This design comes from an exercise in tuning for small area and a short achievable clock period on the open sky130 flow, not from production work.
In this exercise RTL edits were held to simulation tests only and were not proved equivalent to the original.
The flow treats the clock pin as an ideal source, which a real chip does not have.
Power is estimated from default activity; no workload was simulated.

==> flow/design.v <==
module multiple_add_sel
  (
   input logic  b,
   input logic  a1,
   input logic  b_n,
   input logic  b1,
   output logic y
   );
   assign y = ~((b | a1) & (b_n | b1));
endmodule
module multiple_add
  #(
    parameter int DATA_WIDTH=32,
    parameter int NUM_ADDERS=64
    )
   (
    input logic 		 clk,
    input logic 		 rst,
    input logic [DATA_WIDTH-1:0] in,
    output logic [NUM_ADDERS*DATA_WIDTH-1:0] out
    );
   localparam int LOW_BITS = 6;  
   localparam int HIGH_BITS = DATA_WIDTH - LOW_BITS;
   logic [DATA_WIDTH-1:0] in_r, in_rr;
   always_ff @(posedge clk or posedge rst) begin
      if (rst) begin
	 in_r <= '0;
	 in_rr <= '0;
      end
      else begin
	 in_r <= in;
	 in_rr <= in_r;
      end
   end
   logic [LOW_BITS-1:0]   lo;
   logic [HIGH_BITS-1:0]  hi;
   logic [NUM_ADDERS-1:0] cy_d;
   logic [LOW_BITS-1:0][NUM_ADDERS-1:0] low_d;
   assign lo = in_rr[LOW_BITS-1:0];
   assign hi = in_rr[DATA_WIDTH-1:LOW_BITS];
   for (genvar i = 0; i < NUM_ADDERS; i++) begin : g_next
      logic [LOW_BITS:0] lo_sum;
      assign lo_sum = {1'b0, lo} + (LOW_BITS+1)'(i);
      assign cy_d[i] = lo_sum[LOW_BITS];
      for (genvar k = 0; k < LOW_BITS; k++) begin : g_bit
	 assign low_d[k][i] = lo_sum[k];
      end
   end
   logic [HIGH_BITS-1:0]  hi_q, hi_inc_q, hi_n, hi_inc_n;
   logic [NUM_ADDERS-1:1] cy;
   logic [LOW_BITS-1:0][NUM_ADDERS/2-1:0] low;
   logic 		  valid_n;
   always_ff @(posedge clk or posedge rst) begin
      if (rst) begin
	 hi_q <= '0;
	 hi_inc_q <= '0;
	 valid_n <= 1'b1;
      end
      else begin
	 hi_q <= hi;
	 hi_inc_q <= hi + 1'b1;
	 valid_n <= 1'b0;
      end
   end
   assign hi_n = ~hi_q;
   assign hi_inc_n = ~hi_inc_q;
   always_ff @(posedge clk) begin
      cy <= cy_d[NUM_ADDERS-1:1];
   end
   for (genvar k = 0; k < LOW_BITS; k++) begin : g_low
      always_ff @(posedge clk or posedge rst) begin
	 if (rst) low[k][2**k-1:0] <= '0;
	 else low[k][2**k-1:0] <= low_d[k][2**k-1:0];
      end
      if (k < LOW_BITS-1) begin : g_unused
	 assign low[k][NUM_ADDERS/2-1:2**k] = '0;
      end
   end
   for (genvar i = 0; i < NUM_ADDERS; i++) begin : g_out
      for (genvar k = 0; k < LOW_BITS; k++) begin : g_lo
	 localparam int M = i % (2**(k+1));
	 if (M < 2**k) begin : g_reg
	    assign out[i*DATA_WIDTH + k] = low[k][M];
	 end
	 else begin : g_inv
	    assign out[i*DATA_WIDTH + k] = ~(low[k][M - 2**k] | valid_n);
	 end
      end
      if (i == 0) begin : g_hi0
	 assign out[DATA_WIDTH-1:LOW_BITS] = hi_q;
      end
      else begin : g_hi
	 for (genvar j = 0; j < HIGH_BITS; j++) begin : g_bit
	    multiple_add_sel u_sel
	      (.b(cy[i]), .a1(hi_n[j]), .b_n(~cy[i]), .b1(hi_inc_n[j]),
	       .y(out[i*DATA_WIDTH + LOW_BITS + j]));
	 end
      end
   end
endmodule
==> flow/flow/run.sh <==
#!/bin/bash
# The standard layout, with these changes:
# - the port buffers are made of the smallest buffer (sky130_fd_sc_hd__buf_1)
#   instead of the one buffer_ports picks by default;
# - flow/dont_use.tcl, run at the start of each step that resizes, keeps the
#   per-bit output gates (o22ai) at their smallest size;
# - flow/pin_groups.tcl, run before pin placement, keeps each sum's 32 output
#   pins together on the die's edge.
set -euo pipefail
cd "$(dirname "$0")/.."
hook="$PWD/flow/dont_use.tcl"
bash standard.sh "BUFFER_PORTS_ARGS=-buffer_cell sky130_fd_sc_hd__buf_1" \
     "PRE_FLOORPLAN_TCL=$hook" "PRE_GLOBAL_PLACE_TCL=$hook" "PRE_RESIZE_TCL=$hook" \
     "PRE_DETAIL_PLACE_TCL=$hook" "PRE_CTS_TCL=$hook" "PRE_GLOBAL_ROUTE_TCL=$hook" \
     "PRE_IO_PLACEMENT_TCL=$PWD/flow/pin_groups.tcl" \
     finish > make_finish.log 2>&1
==> flow/flow/dont_use.tcl <==
# Keep the per-bit output gates (o22ai) at their smallest size: timing repair
# may not upsize them, so it reworks the nets that fan out to them instead.
set_dont_use {sky130_fd_sc_hd__o22ai_2 sky130_fd_sc_hd__o22ai_4}
==> flow/flow/pin_groups.tcl <==
# Keep the 32 bits of each sum together, in bit order, on the die's edge:
# the pins of one sum then share one neighbourhood, and the nets that are
# per sum (its carry select) stay short.
for {set i 0} {$i < 64} {incr i} {
  set names {}
  for {set j 0} {$j < 32} {incr j} { lappend names "out\[[expr {$i*32+$j}]\]" }
  set_io_pin_constraint -group -order -pin_names $names
}
==> flow/standard.sh <==
#!/bin/bash
# synth_recipe.tcl (not shown) runs the flow's synth.tcl, then flattens the netlist and writes it again
# the make line also repeats each setting of config.mk as NAME=value (left out here)
make -C /OpenROAD-flow-scripts/flow DESIGN_CONFIG=/design/flow/config.mk WORK_HOME=/design/flow/orfs CLKGATE_MAP_FILE= SYNTH_SCRIPT=/design/flow/synth_recipe.tcl "${@:-finish}"
==> flow/config.mk <==
export PLATFORM = sky130hd
export DESIGN_NAME = multiple_add
export DESIGN_NICKNAME = multiple_add
export VERILOG_FILES = /design/flow/design.v
export SDC_FILE = /design/flow/constraint.sdc
export NUM_CORES = 4
export LEC_CHECK = 0
export CAP_MARGIN = 20
export CORE_AREA = 10 10 710 710
export DIE_AREA = 0 0 720 720
export PLACE_DENSITY = 0.3
export SETUP_SLACK_MARGIN = 1.8
export SLEW_MARGIN = 20
export SYNTH_HIERARCHICAL = 1
==> flow/constraint.sdc <==
create_clock -name core_clock -period 5.0 [get_ports {clk}]
set_input_delay 1.0000 -clock core_clock [delete_from_list [all_inputs] [get_ports {clk}]]
set_output_delay 1.0000 -clock core_clock [all_outputs]
set_load 0.01 [all_outputs]
==> results.yml, run 1 <==
die:
  core-area_um2: 489000
  dieWidth_um: 720
  start_util_pct: 4.22
  die_h_um: 720
  io_pins: 2082
  fp-row-count: 257
  dieArea_um2: 518000
sta:
  rsz0062_at_grt: "yes"
  worstMarginPinSlew_ns: 0.986
  finalCritPeriodShare_pct: 68.1
  timing.fmax_mhz: 294
  finalClockSkew_ns: 0.0794
  setup_ws_ns: 1.60
  tns_ns: 0
  maxSlewViolCount: 0
  min_period_ns: 3.40
  maxSlewHeadroom_pct: 34.5
  setup_violations: 0
  hold_violations: 0
min_path:
  hp-class: "input port to asynchronous set/reset pin"
clock_tree:
  cts_hold_buf: 0
  cts_sinks: 243
  cts_buffers: 45
  cts.clk_slew.worst_paths_ns: 0.06
  insertion_delay_ns: 0.76
  cts_tree: "yes"
route:
  wl_per_cell_um: 41.8
  antenna_left: 0
  drc: 0
  first_pass_iters: 6
  num_vias: 42100
  wirelength_um: 484000
  routed_via_density: 3.63
  first_iter_violations: 6405
synth:
  synth.avg_cell_area_um2: 7.83
  synthXorXnorAreaFrac_pct: 3.22
  synth_fa_ha_area_share_pct: 1.27
  netlist_area_um2: 20700
  ys.warnings.count: 12
  synth-compound-area-share_pct: 50.6
  synth_area_leaders: "o22ai_1, dfrtp_1, buf_4, dfxtp_1, xnor2_1"
  synthMuxAreaShare_pct: 0
  syn_inst: 2640
  synth_top_cell_area_share_pct: 49.6
  syn-num-nets: 2695
  synth_top_family_by_area: "compound AO/OA/AOI/OAI gates"
  ys_seq_area_share_pct: 27.9
  ys_ff_latch: 243
  yosysTopAreaCell: "o22ai_1"
  synth.distinct_cells: 37
  synthSimpleGateAreaFrac_pct: 4.55
layout:
  layout-area-overhead-vs-synth_pct: 130
  drive_gt1_share_pct: 23.3
  final_common_cell: "buf_1"
  nets: 5099
  final_area_um2: 47500
  layout_common_cells: "buf_1, o22ai_1, buf_4"
  final_util_pct: 9.72
global_routing:
  antenna_found_initial: 77
  overflow: 0
  grt_max_degree: 109
  grt_pass1_vias: 36200
  grt_usage_pct: 17.3
  grt_pass1_wl_um: 559000
worst_setup_path:
  criticalPathCategory: "register to output port"
  crit_slowest_cell: "dfstp_4"
  crit_top_cell: "buf_12"
  cpPeakStageDelay_ns: 0.72
  crit_path_max_fanout: 8
  cp-end-kind: "output port"
  worstRegToRegCells: 5
  path_cells: "buf_12, buf_16, nor2_4, buf_12, buf_12, buf_6"
  required_ns: 4.00
  setup.worst_path.start_class: "register"
  worstPathArrival_ns: 2.40
place:
  portBuffers: 2081
  place_area_um2: 36600
  gp_congestion: 0.748
  place_ws_ns: 1.32
  dpl.hpwl_um: 313000
run:
  drv_cap: 0
status:
  outcome: "complete, no violations"
power_and_ir_drop:
  power_leakage_nw: 14.3
  ir_drop_v: 0.000277
  powerDensity_nw_per_um2: 279
  finalPower_mw: 13.3
==> layer usage <==
metal	global-route usage, %	share of wire (%)	up-vias
li1	-	-	16000
met1	20.8	39	21000
met2	28.3	46	4113
met3	5.36	9.9	912
met4	7.29	5.4	10
met5	0.390	0.067	-
==> worst max-delay path: cells and delay by family (launching register included) <==
family	cells	cell delay [ns]
buf+inv	5	0.78
flops	1	0.72
simple gates	1	0.06
==> through the flow <==
step,std cells,hold slack (ns)
after floorplan,2640,0.331
after detailed placement,11100,0.335
after CTS,11500,0.0736
final,11600,0.178
after global placement,11100,0.333
after global routing,11600,0.157
==> layout make-up <==
| class | instances | area, um^2 |
|---|---|---|
| Fill cell | 57600 | 442000 |
| Timing Repair Buffer | 2508 | 16000 |
| Multi-Input combinational cell | 1973 | 12800 |
| Tap cell | 6475 | 8100 |
| Sequential cell | 243 | 6120 |
| Inverter | 136 | 1660 |
| Clock buffer | 58 | 1250 |
| Timing Repair inverter | 137 | 1140 |
| Clock inverter | 26 | 372 |
| Antenna cell | 33 | 82.6 |
==> Yosys cell counts <==
master    count
xnor2_1      63
or4_1         1
nor4_2        1
clkbuf_1     25
nor2b_1      11
clkinv_1      2
xor2_1       13
nand4_1       6
nor4_4        1
buf_1         2
buf_4       259
and3_1        3
nand2_1      61
nor4_1        1
a21o_1        8
buf_2         1
and2_1        6
nand4_2       1
clkbuf_2      1
or3_1         2
a31o_2        1
nor3_2        4
or2_2         1
dfrtp_1     179
inv_1       134
a31oi_1       2
a21oi_1      21
ha_1         21
nand2b_1      3
and4_1        3
dfstp_2       1
nand3_1      20
nor2_1       76
o21ai_0       4
conb_1        1
dfxtp_1      63
o22ai_1    1638
==> sequential cells by signal (all words and copies together) (netlist names) <==
| signal | cells |
|---|---|
| in_rr | 32 |
| hi_q | 26 |
| low | 63 |
| in_r | 32 |
| cy | 63 |
| valid_n | 1 |
| hi_inc_q | 26 |
==> Yosys stat by module (local to each module, per instance) <==
module / copies in the design / flops+latches / cells inside / cell area (um^2)
multiple_add_sel: 1638 / 0 / 1 / 6.26
multiple_add: 1 / 243 / 1002 / 10400
==> kinds of logic (layout without fill, tap and decap cells) <==
kind of cell,count (synthesis),in the layout
compound gates,1674,1674
xor+xnor,76,76
fa+ha+maj,21,21
buf+inv,424,2865
flops,243,243
other cells,1,34
simple gates,201,201
==> path summary, 6_finish.rpt <==
path	to	start	slack, ns
setup / recovery	out[480]	valid_n	1.60
hold / removal	low[98]	rst	0.18
setup reg to reg	cy[45]	in_rr[3]	1.96
hold reg to reg	in_rr[25]	in_r[25]	0.33
max in group asynchronous	low[101]	rst	3.29
min in group core_clock	in_rr[25]	in_r[25]	0.33
==> power breakdown <==
group / internal (mW) / switching, mW / total, mW / leakage, nW
sequential: 2.09 / 0.580 / 2.68 / 2.57
combinational: 2.00 / 4.92 / 6.92 / 10.9
clock: 2.07 / 1.60 / 3.67 / 0.775
total: 6.17 / 7.10 / 13.3 / 14.3
==> repair_timing <==
item                        CTS  global route
gates resized for setup    1218           280
gates cloned                159            12
setup endpoints to repair  1904           394
setup buffers               215            21
pin swaps                    35            27
==> inputs of run 2 (changes only) <==
--- a/flow/flow/run.sh
+++ b/flow/flow/run.sh
@@ -6,5 +6,8 @@
 #   per-bit output gates (o22ai) at their smallest size;
 # - flow/pin_groups.tcl, run before pin placement, keeps each sum's 32 output
-#   pins together on the die's edge.
+#   pins together, and puts the data pins on the top and bottom edges
+#   (vertical met2 pins) and the clock pin alone on the left edge;
+# - pins may sit one routing track apart instead of two, so that the 2082
+#   pins fit on a smaller die.
 set -euo pipefail
 cd "$(dirname "$0")/.."
@@ -14,3 +17,4 @@
      "PRE_DETAIL_PLACE_TCL=$hook" "PRE_CTS_TCL=$hook" "PRE_GLOBAL_ROUTE_TCL=$hook" \
      "PRE_IO_PLACEMENT_TCL=$PWD/flow/pin_groups.tcl" \
+     "PLACE_PINS_ARGS=-min_distance 1 -min_distance_in_tracks" \
      finish > make_finish.log 2>&1
==> flow/flow/pin_groups.tcl (replaced) <==
# Keep the 32 bits of each sum together, in bit order: sums 0..31 on the
# bottom edge and 32..63 on the top edge; the data and reset inputs split
# the same way, and the clock alone on the left edge.
for {set i 0} {$i < 64} {incr i} {
  set names {}
  for {set j 0} {$j < 32} {incr j} { lappend names "out\[[expr {$i*32+$j}]\]" }
  set edge [expr {$i < 32 ? "bottom" : "top"}]
  set_io_pin_constraint -pin_names $names -region $edge:* -group -order
}
set lo {}; set hi {}
for {set j 0} {$j < 16} {incr j} { lappend lo "in\[$j\]"; lappend hi "in\[[expr {$j+16}]\]" }
set_io_pin_constraint -pin_names $lo -region bottom:*
set_io_pin_constraint -pin_names [concat $hi rst] -region top:*
set_io_pin_constraint -pin_names clk -region left:*
--- a/flow/config.mk
+++ b/flow/config.mk
@@ -7,8 +7,8 @@
 export LEC_CHECK = 0
 export CAP_MARGIN = 20
-export CORE_AREA = 10 10 710 710
-export DIE_AREA = 0 0 720 720
+export CORE_AREA = 5 5 675 315
+export DIE_AREA = 0 0 680 320
 export PLACE_DENSITY = 0.3
-export SETUP_SLACK_MARGIN = 1.8
+export SETUP_SLACK_MARGIN = 2.1
 export SLEW_MARGIN = 20
 export SYNTH_HIERARCHICAL = 1
==> run 2 against run 1 <==
Net effect:
- sequential power shrank 7.5%
- area after synthesis did not move
- clock power shrank 41%
- worst setup slack improved by 0.33 ns
- power fell by 18%
- largest cell class unchanged
- highest routed layer unchanged
==> results.yml, run 2 <==
layout:
  final_common_cell: "o22ai_1"
  final_util_pct: 19.6
  layout-area-overhead-vs-synth_pct: 95.5
  nets: 5105
  drive_gt1_share_pct: 31.0
  largestRegisters: "cy x63, low x63"
  layout_common_cells: "o22ai_1, buf_1, buf_2"
synth:
  synth.avg_cell_area_um2: 7.83
  synth_top_cell_area_share_pct: 49.6
  synth_area_leaders: "o22ai_1, dfrtp_1, buf_4, dfxtp_1, xnor2_1"
  synth.distinct_cells: 37
  post-synth-top-count-cell: "o22ai_1"
  ys_ff_latch: 243
  syn_inst: 2640
  yosysTopAreaCell: "o22ai_1"
  synth_edf_count: 0
  synth_common_cells: "o22ai_1, buf_4, dfrtp_1, inv_1, nor2_1"
  ys.warnings.count: 12
  syn-num-nets: 2695
  synth_ff_type: "dfrtp_1"
  async_flop_share_pct: 74.1
  netlist_area_um2: 20700
  ys_seq_area_share_pct: 27.9
die:
  io_pins: 2082
  dieArea_um2: 218000
  start_util_pct: 10.0
  core-area_um2: 206000
  fp-row-count: 113
  dieWidth_um: 680
  die_h_um: 320
status:
  outcome: "complete, no violations"
route:
  routed_via_density: 5.77
  wirelength_um: 324000
  num_vias: 45400
  first_pass_iters: 8
  drc: 0
  first_iter_violations: 8617
  wl_per_cell_um: 41.2
  antenna_left: 0
clock_tree:
  cts_buffers: 27
  cts.clk_slew.worst_paths_ns: 0.07
  cts_tree: "yes"
  cts_sinks: 243
  insertion_delay_ns: 0.61
run:
  drv_cap: 0
worst_setup_path:
  cpPeakStageDelay_ns: 0.66
  cp-end-kind: "output port"
  reg2reg_slack_ns: 2.21
  worstRegToRegCells: 5
  regToRegStartpoint: "in_rr[5]"
  criticalPathCategory: "register to output port"
  worstPathArrival_ns: 2.08
  r2r-end: "cy[33]"
  crit_path_max_fanout: 7
  required_ns: 4.00
  crit_slowest_cell: "dfstp_4"
  path_cells: "buf_8, clkbuf_16, nor2_4, buf_12, buf_6"
  setup.worst_path.start_class: "register"
sta:
  worstMarginPinSlew_ns: 1.05
  min_period_ns: 3.08
  hold_violations: 0
  maxSlewViolCount: 0
  timing.fmax_mhz: 325
  setup_violations: 0
  tns_ns: 0
  maxSlewHeadroom_pct: 30.1
  finalCritPeriodShare_pct: 61.6
  finalClockSkew_ns: 0.0178
  rsz0062_at_grt: "yes"
power_and_ir_drop:
  power_leakage_nw: 14.0
  ir_drop_v: 0.000297
  powerDensity_nw_per_um2: 269
global_routing:
  grt_usage_pct: 26.6
  grt_pass1_vias: 35600
  overflow: 0
  grt_max_degree: 138
  grt_pass1_wl_um: 391000
  antenna_found_initial: 54
min_path:
  hp-class: "input port to asynchronous set/reset pin"
place:
  portBuffers: 2081
  gp_congestion: 0.934
  dpl.hpwl_um: 224000
-- run 2: cell counts after synthesis --
No cell type changed its count.
-- run 2: repair_timing --
action / CTS / global route
setup endpoints to repair: 1837 / 1373
hold buffers: 0 / 0
setup buffers: 156 / 117
pin swaps: 16 / 9
cloned: 195 / 29
gates resized for setup: 1119 / 525
endpoints found under the hold margin: 0 / 0
-- run 2: cell families after synthesis --
group / Yosys count / share of synthesized area [%]
AO/OA/AOI/OAI: 1674 / 50.6
buffers and inverters: 424 / 12.4
flip-flops: 243 / 27.9
AND/OR/NAND/NOR: 201 / 4.55
XOR/XNOR: 76 / 3.22
adder cells (fa/ha/maj): 21 / 1.27
other: 1 / 0.0182
-- run 2: cell type report --
class	count	area (um^2)
Antenna cell	35	87.6
Clock buffer	35	736
Clock inverter	15	156
Fill cell	23900	165000
Inverter	136	1400
Multi-Input combinational cell	1973	12600
Sequential cell	243	6070
Tap cell	2760	3450
Timing Repair Buffer	2450	14100
Timing Repair inverter	219	1780
-- run 2: worst max-delay path by stage --
stage / from / end / slack (ns) / cells after the start
after floorplan: rst / hi_inc_q[0] / 1.69 / 1
after global placement: valid_n / out[1891] / 1.56 / 2
after detailed placement: valid_n / out[612] / 1.86 / 2
after CTS: valid_n / out[483] / 1.90 / 5
after global routing: cy[13] / out[424] / 1.80 / 3
final: valid_n / out[930] / 1.92 / 5
-- run 2: per-module statistics from Yosys (local to each module, per instance) --
module            cell area (um^2)  cells inside  flip-flops and latches
multiple_add_sel              6.26             1                       0
multiple_add                 10400          1002                     243
-- run 2: metrics by stage --
stage / total power [mW] / setup WS [ns] / area, um^2 / hold WS, ns / cells
after floorplan: 4.73 / 1.69 / 20700 / 0.331 / 2640
after global placement: 7.41 / 1.56 / 30700 / 0.333 / 7280
after detailed placement: 7.39 / 1.86 / 30800 / 0.335 / 7284
after CTS: 10.2 / 1.90 / 37300 / 0.330 / 7685
after global routing: 11.0 / 1.80 / 40400 / 0.352 / 7855
final: 10.9 / 1.92 / 40400 / 0.346 / 7866
-- run 2: worst max-delay path, delay by kind of cell, from the launching register on --
family,cells,cell delay [ns]
buf+inv,4,0.68
flops,1,0.66
simple gates,1,0.06
-- run 2: where the power goes --
part | leakage, nW | total, mW | internal [mW] | switching (mW)
Combinational | 11.0 | 6.24 | 1.82 | 4.42
Sequential | 2.58 | 2.48 | 2.08 | 0.398
Clock | 0.439 | 2.16 | 1.15 | 1.00
Total | 14.0 | 10.9 | 5.06 | 5.82
-- run 2: metal layers --
metal	global-route usage, %	up-vias	wire, um
met1	32.6	22600	118000
li1	-	16100	-
met4	26.6	14	45800
met2	37.2	4718	126000
met3	6.63	1987	33600
met5	0	-	352
==> inputs of run 3 (changes only) <==
--- a/flow/config.mk
+++ b/flow/config.mk
@@ -10,5 +10,5 @@
 export DIE_AREA = 0 0 680 320
 export PLACE_DENSITY = 0.3
-export SETUP_SLACK_MARGIN = 2.1
+export SETUP_SLACK_MARGIN = 1.8
 export SLEW_MARGIN = 20
 export SYNTH_HIERARCHICAL = 1
==> run 3 against run 2 <==
Net effect:
- die area unchanged
- power down 5.6%
- sequential cell count unchanged
- critical path type unchanged
- largest power group unchanged
==> results.yml, run 3 <==
die:
  core-area_um2: 206000
  dieWidth_um: 680
  dieArea_um2: 218000
  fp-row-count: 113
  start_util_pct: 10.0
  io_pins: 2082
  die_h_um: 320
clock_tree:
  cts_hold_buf: 0
  cts_sinks: 243
  cts_tree: "yes"
  cts.clk_slew.worst_paths_ns: 0.07
  insertion_delay_ns: 0.63
  cts_buffers: 27
place:
  gp_congestion: 0.956
  dpl.hpwl_um: 226000
  portBuffers: 2081
global_routing:
  antenna_found_initial: 41
  grt_max_degree: 92
  grt_usage_pct: 24.9
  grt_pass1_vias: 34200
  overflow: 0
  grt_pass1_wl_um: 371000
worst_setup_path:
  cp-end-kind: "output port"
  crit_path_max_fanout: 32
  critPathTopFamily: "buffers and inverters"
  criticalPathCategory: "register to output port"
  path_buf_inv: 3
  cpPeakStageDelay_ns: 0.46
  worstPathArrival_ns: 2.18
  required_ns: 4.00
  path_cells: "clkinv_8, buf_8, o22ai_1, buf_1"
  setup.worst_path.start_class: "register"
  crit_slowest_cell: "dfrtp_1"
synth:
  synth_top_cell_area_share_pct: 49.6
  netlist_area_um2: 20700
  synth_common_cells: "o22ai_1, buf_4, dfrtp_1, inv_1, nor2_1"
  post-synth-top-count-cell: "o22ai_1"
  synth.avg_cell_area_um2: 7.83
  ys.warnings.count: 12
  ys_seq_area_share_pct: 27.9
  async_flop_share_pct: 74.1
  syn_inst: 2640
  syn-num-nets: 2695
  synth_ff_type: "dfrtp_1"
  synth_edf_count: 0
  yosysTopAreaCell: "o22ai_1"
  ys_ff_latch: 243
  synth.distinct_cells: 37
  synth_area_leaders: "o22ai_1, dfrtp_1, buf_4, dfxtp_1, xnor2_1"
layout:
  layout-area-overhead-vs-synth_pct: 68.2
  drive_gt1_share_pct: 10.8
  nets: 4712
  largestRegisters: "cy x63, low x63"
  num-fill-cells: 24300
  final_common_cell: "buf_1"
  layout_common_cells: "buf_1, o22ai_1, dfrtp_1"
sta:
  hold_violations: 0
  tns_ns: 0
  setup_violations: 0
  timing.fmax_mhz: 315
  worstMarginPinSlew_ns: 1.02
  min_period_ns: 3.18
  maxSlewHeadroom_pct: 32.3
  rsz0062_at_grt: "yes"
  maxSlewViolCount: 0
  finalClockSkew_ns: 0.0141
  finalCritPeriodShare_pct: 63.6
route:
  wl_per_cell_um: 39.3
  routed_via_density: 5.56
  drc: 0
  wirelength_um: 294000
  num_vias: 41500
  first_iter_violations: 6784
  first_pass_iters: 9
  antenna_left: 0
min_path:
  hp-class: "register to register"
power_and_ir_drop:
  powerDensity_nw_per_um2: 295
  power_leakage_nw: 10.3
  finalPower_mw: 10.3
  ir_drop_v: 0.000274
status:
  outcome: "complete, no violations"
run:
  drv_cap: 0
[run 3: cell types whose count changed in the layout (fill, tap and decap cells not counted), sizes merged, moves of 10 or more]
| cell | previous run | this run |
|---|---|---|
| clkbuf | 185 | 60 |
| buf | 2300 | 2185 |
| clkinvlp | 233 | 130 |
| clkinv | 81 | 30 |
| bufinv | 2 | 36 |
| inv | 54 | 20 |
| diode | 35 | 25 |
[run 3: per-layer routing]
metal | wire, um | GRT usage, % | vias up
met2 | 121000 | 36.4 | 3751
met4 | 43500 | 26.5 | 10
met5 | 252 | 0.0430 | -
met3 | 23200 | 6.62 | 1760
met1 | 106000 | 28.2 | 20800
li1 | - | - | 15200
[run 3: kinds of logic after synthesis]
kind of cell	share of synthesized area, %
AOI/OAI and AO/OA	50.6
xor gates and xnor gates	3.22
adders and majority gates	1.27
buffers and inverters	12.4
DFF	27.9
other	0.0182
and+or+nand+nor	4.55
[run 3: worst paths after layout]
check                              start         to  slack (ns)  depth (start not counted)
worst min-delay path            in_r[15]  in_rr[15]        0.35                          0
worst max register to register  in_rr[2]     cy[11]        2.24                          5
max in group asynchronous            rst    low[96]        3.69                          3
min in group asynchronous            rst   in_r[27]        0.40                          2
worst min register to register  in_r[15]  in_rr[15]        0.35                          0
worst max-delay path            hi_q[24]  out[1694]        1.82                          4
[run 3: final cells by class]
cell class              count  area (um^2)  area share, %
diodes                     25         62.6          0.180
clock buffers              35          736           2.12
clock inverters            15          253          0.727
inverters                 136         1700           4.90
multi-input cells        1973        12500           35.9
flip-flops and latches    243         6010           17.3
well taps                2760         3450           9.94
repair buffers           2211         9570           27.5
repair inverters           65          484           1.39
[run 3: report_power, final]
| part | switching (mW) | internal, mW | total, mW | leakage [nW] |
|---|---|---|---|---|
| clock | 1.01 | 1.36 | 2.37 | 0.480 |
| sequential | 0.430 | 2.08 | 2.51 | 2.63 |
| combinational | 3.99 | 1.40 | 5.39 | 7.22 |
[run 3: per-stage QoR]
step	utilization (%)	worst slack [ns]	hold WS [ns]	cell area [um^2]	instances
final	16.9	1.82	0.348	34800	7463
after global routing	16.9	1.79	0.355	34700	7457
after CTS	16.4	1.76	0.337	33800	7425
after detailed placement	14.9	1.67	0.335	30700	7282
after global placement	14.9	1.62	0.332	30700	7281
after floorplan	-	1.69	0.331	20700	2640
[run 3: timing repair]
action / CTS / global route
setup endpoints to repair: 1811 / 1205
pin swaps: 12 / 3
buffers inserted: 34 / 7
resized for setup: 392 / 189
cloned: 59 / 6
[run 3: modules after synthesis (local to each module, per instance)]
| module | cells inside | flip-flops and latches | times used | cell area, um^2 |
|---|---|---|---|---|
| multiple_add_sel | 1 | 0 | 1638 | 6.26 |
| multiple_add | 1002 | 243 | 1 | 10400 |
==> inputs of run 4 (changes only) <==
--- a/flow/config.mk
+++ b/flow/config.mk
@@ -7,6 +7,6 @@
 export LEC_CHECK = 0
 export CAP_MARGIN = 20
-export CORE_AREA = 5 5 675 315
-export DIE_AREA = 0 0 680 320
+export CORE_AREA = 5 5 635 315
+export DIE_AREA = 0 0 640 320
 export PLACE_DENSITY = 0.3
 export SETUP_SLACK_MARGIN = 1.8
==> run 4 against run 3 <==
Net effect:
- die area shrank 5.9%
- global-route usage grew 0.77 points
- hold slack lost 0.0053 ns
- still clean on timing, DRC and antenna
- sequential cell count is the same
- clock skew grew 0.0035 ns
- utilization grew 0.73 points
- critical path type unchanged
- critical path depth grew 1
- cell count shrank 2.2%
==> results.yml, run 4 <==
place:
  portBuffers: 2081
  dpl.hpwl_um: 225000
  gp_congestion: 0.944
  place_ws_ns: 1.85
worst_setup_path:
  crit_path_max_fanout: 16
  worstPathArrival_ns: 2.22
  setup.worst_path.start_class: "register"
  required_ns: 4.00
  reg2reg_slack_ns: 2.16
  regToRegStartpoint: "in_rr[5]"
  critPathCapture: "out[864]"
  worstRegToRegCells: 4
  startpoint: "valid_n"
  r2r-end: "cy[39]"
  cp-end-kind: "output port"
  criticalPathCategory: "register to output port"
layout:
  layout-area-overhead-vs-synth_pct: 65.0
  layout_common_cells: "buf_1, o22ai_1, dfrtp_1"
  largestRegisters: "cy x63, low x63"
  drive_gt1_share_pct: 10.2
  nets: 4702
  num-fill-cells: 22700
  final_common_cell: "buf_1"
die:
  core-area_um2: 194000
  io_pins: 2082
  fp-row-count: 113
  start_util_pct: 10.7
  dieWidth_um: 640
  dieArea_um2: 205000
  die_h_um: 320
synth:
  synth_ff_type: "dfrtp_1"
  synth_edf_count: 0
  synth-compound-area-share_pct: 50.6
  ys_ff_latch: 243
  synthSimpleGateAreaFrac_pct: 4.55
  synthMuxAreaShare_pct: 0
  synth_fa_ha_area_share_pct: 1.27
  yosysTopAreaCell: "o22ai_1"
  synth_common_cells: "o22ai_1, buf_4, dfrtp_1, inv_1, nor2_1"
  synth.distinct_cells: 37
  synthXorXnorAreaFrac_pct: 3.22
  async_flop_share_pct: 74.1
  synth.avg_cell_area_um2: 7.83
  ys.warnings.count: 12
  ys_seq_area_share_pct: 27.9
  netlist_area_um2: 20700
  syn_inst: 2640
  syn-num-nets: 2695
  post-synth-top-count-cell: "o22ai_1"
  synth_top_cell_area_share_pct: 49.6
  synth_top_family_by_area: "compound AO/OA/AOI/OAI gates"
  synth_area_leaders: "o22ai_1, dfrtp_1, buf_4, dfxtp_1, xnor2_1"
global_routing:
  grt_usage_pct: 25.6
  overflow: 0
  grt_pass1_vias: 34100
  antenna_found_initial: 40
  grt_max_degree: 102
  grt_pass1_wl_um: 361000
clock_tree:
  cts_buffers: 26
  insertion_delay_ns: 0.61
  cts_tree: "yes"
  cts_hold_buf: 0
  cts.clk_slew.worst_paths_ns: 0.07
  cts_sinks: 243
sta:
  finalClockSkew_ns: 0.0176
  setup_violations: 0
  timing.fmax_mhz: 311
  hold_violations: 0
  tns_ns: 0
  finalCritPeriodShare_pct: 64.3
  maxSlewViolCount: 0
  setup_ws_ns: 1.78
  min_period_ns: 3.22
  maxSlewHeadroom_pct: 36.1
  rsz0062_at_grt: "yes"
  worstMarginPinSlew_ns: 0.958
power_and_ir_drop:
  ir_drop_v: 0.000259
  powerDensity_nw_per_um2: 289
  power_leakage_nw: 10.2
route:
  drc: 0
  routed_via_density: 5.56
  first_pass_iters: 6
  wl_per_cell_um: 39.1
  num_vias: 40500
  first_iter_violations: 5909
  antenna_left: 0
  wirelength_um: 285000
min_path:
  hp-class: "register to register"
status:
  outcome: "complete, no violations"
run:
  drv_cap: 0
-- run 4: layout make-up --
class / instances / area (um^2) / area share, %
multi-input cells: 1973 / 12500 / 36.6
diodes: 43 / 108 / 0.316
repair inverters: 64 / 472 / 1.38
clock inverters: 14 / 143 / 0.418
well taps: 2587 / 3240 / 9.49
flip-flops and latches: 243 / 6010 / 17.6
clock buffers: 34 / 721 / 2.11
repair buffers: 2203 / 9390 / 27.5
inverters: 136 / 1530 / 4.49
-- run 4: worst min-delay path by stage --
stage	from	to	cells past startpoint
global route	in_r[6]	in_rr[6]	0
finish	in_r[13]	in_rr[13]	0
CTS	in_r[13]	in_rr[13]	0
detailed placement	in_r[10]	in_rr[10]	0
floorplan	in_r[0]	in_rr[0]	0
global placement	in_r[7]	in_rr[7]	0
-- run 4: what timing repair did --
| item | 4_1_cts | 5_1_grt |
|---|---|---|
| gates resized for setup | 324 | 217 |
| setup buffers | 25 | 6 |
| endpoints found under the hold margin | 0 | 0 |
| pin swaps | 10 | 2 |
| setup endpoints to repair | 1767 | 1481 |
| cloned | 58 | 6 |
-- run 4: kinds of logic after synthesis --
kind of cell | count (synthesis)
AOI/OAI and AO/OA | 1674
xor gates and xnor gates | 76
adders and majority gates | 21
buffers and inverters | 424
DFF | 243
other | 1
and+or+nand+nor | 201
-- run 4: worst max-delay path: stages, from the launching register on --
cell	delay (ns)
dfstp_4	0.75
buf_12	0.24
nor2_4	0.05
buf_4	0.17
buf_12	0.16
buf_1	0.20
-- run 4: layer usage --
layer	vias to the layer above	global-route usage, %	routed length, um
met5	-	1.49	731
met4	14	24.7	37600
met3	1650	6.44	19600
met2	3311	38.6	122000
met1	20400	29.3	105000
li1	15200	-	-
-- run 4: where the power goes --
group | switching [mW] | leakage [nW] | internal [mW] | total [mW]
logic | 3.88 | 7.11 | 1.37 | 5.25
registers | 0.461 | 2.63 | 2.08 | 2.54
clock network | 0.979 | 0.416 | 1.08 | 2.06
total | 5.32 | 10.2 | 4.53 | 9.86
-- run 4: modules after synthesis, one instance, submodules excluded --
module            cells inside  cell area (um^2)
multiple_add              1002             10400
multiple_add_sel             1              6.26
-- run 4: through the flow --
step | util [%] | power, mW | hold slack (ns) | instance area, um^2 | cells
floorplan | - | 4.73 | 0.331 | 20700 | 2640
global placement | 15.8 | 7.41 | 0.332 | 30500 | 7108
detailed placement | 15.8 | 7.38 | 0.335 | 30600 | 7111
CTS | 17.1 | 9.66 | 0.350 | 33200 | 7242
global route | 17.6 | 10.1 | 0.359 | 34100 | 7281
finish | 17.6 | 9.86 | 0.343 | 34100 | 7297
==> inputs of run 5 (changes only) <==
--- a/flow/design.v
+++ b/flow/design.v
@@ -47,5 +47,5 @@
       end
    end
-   logic [HIGH_BITS-1:0]  hi_q, hi_inc_q, hi_n, hi_inc_n;
+   logic [HIGH_BITS-1:0]  hi_n, hi_inc_n;
    logic [NUM_ADDERS-1:1] cy;
    logic [LOW_BITS-1:0][NUM_ADDERS/2-1:0] low;
@@ -53,16 +53,14 @@
    always_ff @(posedge clk or posedge rst) begin
       if (rst) begin
-	 hi_q <= '0;
-	 hi_inc_q <= '0;
+	 hi_n <= '1;
+	 hi_inc_n <= '1;
 	 valid_n <= 1'b1;
       end
       else begin
-	 hi_q <= hi;
-	 hi_inc_q <= hi + 1'b1;
+	 hi_n <= ~hi;
+	 hi_inc_n <= ~(hi + 1'b1);
 	 valid_n <= 1'b0;
       end
    end
-   assign hi_n = ~hi_q;
-   assign hi_inc_n = ~hi_inc_q;
    always_ff @(posedge clk) begin
       cy <= cy_d[NUM_ADDERS-1:1];
@@ -88,5 +86,5 @@
       end
       if (i == 0) begin : g_hi0
-	 assign out[DATA_WIDTH-1:LOW_BITS] = hi_q;
+	 assign out[DATA_WIDTH-1:LOW_BITS] = ~hi_n;
       end
       else begin : g_hi
==> flow/flow/run.sh (replaced) <==
#!/bin/bash
# The standard layout, with these changes:
# - the port buffers are made of the smallest buffer (sky130_fd_sc_hd__buf_1)
#   instead of the one buffer_ports picks by default;
# - before the floorplan's and clock tree's timing repair, the per-bit output
#   gates and the port buffers are marked dont_touch (flow/dont_touch.tcl),
#   so that repair toward SETUP_SLACK_MARGIN reworks only the fan-out nets.
set -euo pipefail
cd "$(dirname "$0")/.."
hook="$PWD/flow/dont_touch.tcl"
bash standard.sh "BUFFER_PORTS_ARGS=-buffer_cell sky130_fd_sc_hd__buf_1" \
     "PRE_FLOORPLAN_TCL=$hook" "PRE_CTS_TCL=$hook" "PRE_GLOBAL_ROUTE_TCL=$hook" \
     finish > make_finish.log 2>&1
==> flow/flow/dont_touch.tcl (new file) <==
# Keep the per-bit output gates (o22ai) and the port buffers at their
# smallest size: timing repair may then only rework the nets that fan out to
# them (the third-stage registers, their buffers and inverters).
set n 0
foreach inst [[ord::get_db_block] getInsts] {
  set master [[$inst getMaster] getName]
  set name [$inst getName]
  if {[string match "*o22ai*" $master] || [regexp {^(input|output)[0-9]+$} $name]} {
    $inst setDoNotTouch 1
    incr n
  }
}
puts "dont_touch.tcl: $n instances kept as they are"
--- a/flow/config.mk
+++ b/flow/config.mk
@@ -7,8 +7,8 @@
 export LEC_CHECK = 0
 export CAP_MARGIN = 20
-export CORE_AREA = 5 5 635 315
-export DIE_AREA = 0 0 640 320
+export CORE_AREA = 10 10 710 710
+export DIE_AREA = 0 0 720 720
 export PLACE_DENSITY = 0.3
-export SETUP_SLACK_MARGIN = 1.8
+export SETUP_SLACK_MARGIN = 2.0
 export SLEW_MARGIN = 20
 export SYNTH_HIERARCHICAL = 1
removed: flow/flow/dont_use.tcl
removed: flow/flow/pin_groups.tcl
==> run 5 against run 4 <==
Net effect:
- the run now fails in global placement
- area after synthesis grew 0.24%
- synthesized cell count about the same
==> results.yml, run 5 <==
status:
  outcome: "stopped before the end"
  stop_stage: "global placement"
  tool.error: "[ERROR RSZ-3006] Failed to insert buffer before loads for net g_out\\[55\\].g_hi.g_bit\\[0\\].u_sel.b_n"
synth:
  synth_edf_count: 0
  synth_top_cell_area_share_pct: 49.5
  post-synth-top-count-cell: "o22ai_1"
  ys_seq_area_share_pct: 28.2
  syn-num-nets: 2694
  synthXorXnorAreaFrac_pct: 3.21
  ys_ff_latch: 243
  synth.avg_cell_area_um2: 7.85
  synthSimpleGateAreaFrac_pct: 4.27
  async_flop_share_pct: 74.1
  synth_top_family_by_area: "compound AO/OA/AOI/OAI gates"
  synth-compound-area-share_pct: 50.6
  synth_ff_type: "dfrtp_1"
  ys.warnings.count: 12
  netlist_area_um2: 20700
  yosysTopAreaCell: "o22ai_1"
  synth_common_cells: "o22ai_1, buf_4, inv_1, dfrtp_1, nor2_1"
  synth.distinct_cells: 33
  synthMuxAreaShare_pct: 0
  synth_area_leaders: "o22ai_1, dfrtp_1, buf_4, dfstp_2, dfxtp_1"
  syn_inst: 2638
  synth_fa_ha_area_share_pct: 1.33
die:
  dieWidth_um: 720
  io_pins: 2082
  start_util_pct: 4.23
  die_h_um: 720
  fp-row-count: 257
place:
  portBuffers: 443
==> run 5: cell types whose count changed after synthesis, sizes merged, moves of 4 or more <==
cell,previous run,this run
xnor2,63,72
dfstp,1,53
xor2,13,4
o21ai,4,13
nand2,61,56
dfrtp,179,127
a21o,8,4
==> run 5: cells by family after synthesis <==
group                    Yosys count
AO/OA/AOI/OAI                   1681
buffers and inverters            425
flip-flops                       243
AND/OR/NAND/NOR                  190
XOR/XNOR                          76
adder cells (fa/ha/maj)           22
other                              1
==> run 5: Yosys stat by module (local to each module, per instance) <==
module            cell area, um^2  cells  times used  flip-flops and latches
multiple_add                10500   1000           1                     243
multiple_add_sel             6.26      1        1638                       0

what the ideal ports hide:
The results above use ideal ports. As a check the final layouts listed here were re-extracted and re-timed, cells and wires unchanged.
Step 1 sets driving cells, clkbuf_16 on the clock port and buf_2 on the other inputs (assumed; they add their load-dependent delay and slew).
Step 2 times the ports against the registers' clock, not the clock port: input delays grow and output delays shrink by t, the midpoint of the rising clock arrivals with the driver on.
Three values: no drivers, after step 1, after step 2; two values: the first two.
run | t (ns) | slack for setup (ns) | hold slack, ns | worst setup path after step 2 | pins driven straight from the clock port
run 1 | 0.828 | 1.595 / 1.493 / 1.956 | 0.178 / 0.127 / 0.334 | register to register | 1
run 2 | 0.687 | 1.920 / 1.839 / 2.209 | 0.346 / 0.334 / 0.349 | register to register | 1
run 3 | 0.701 | 1.821 / 1.744 / 2.240 | 0.348 / 0.348 / 0.348 | register to register | 1
run 4 | 0.681 | 1.784 / 1.701 / 2.164 | 0.343 / 0.343 / 0.343 | register to register | 1
After both steps setup and hold are still met in every run listed.
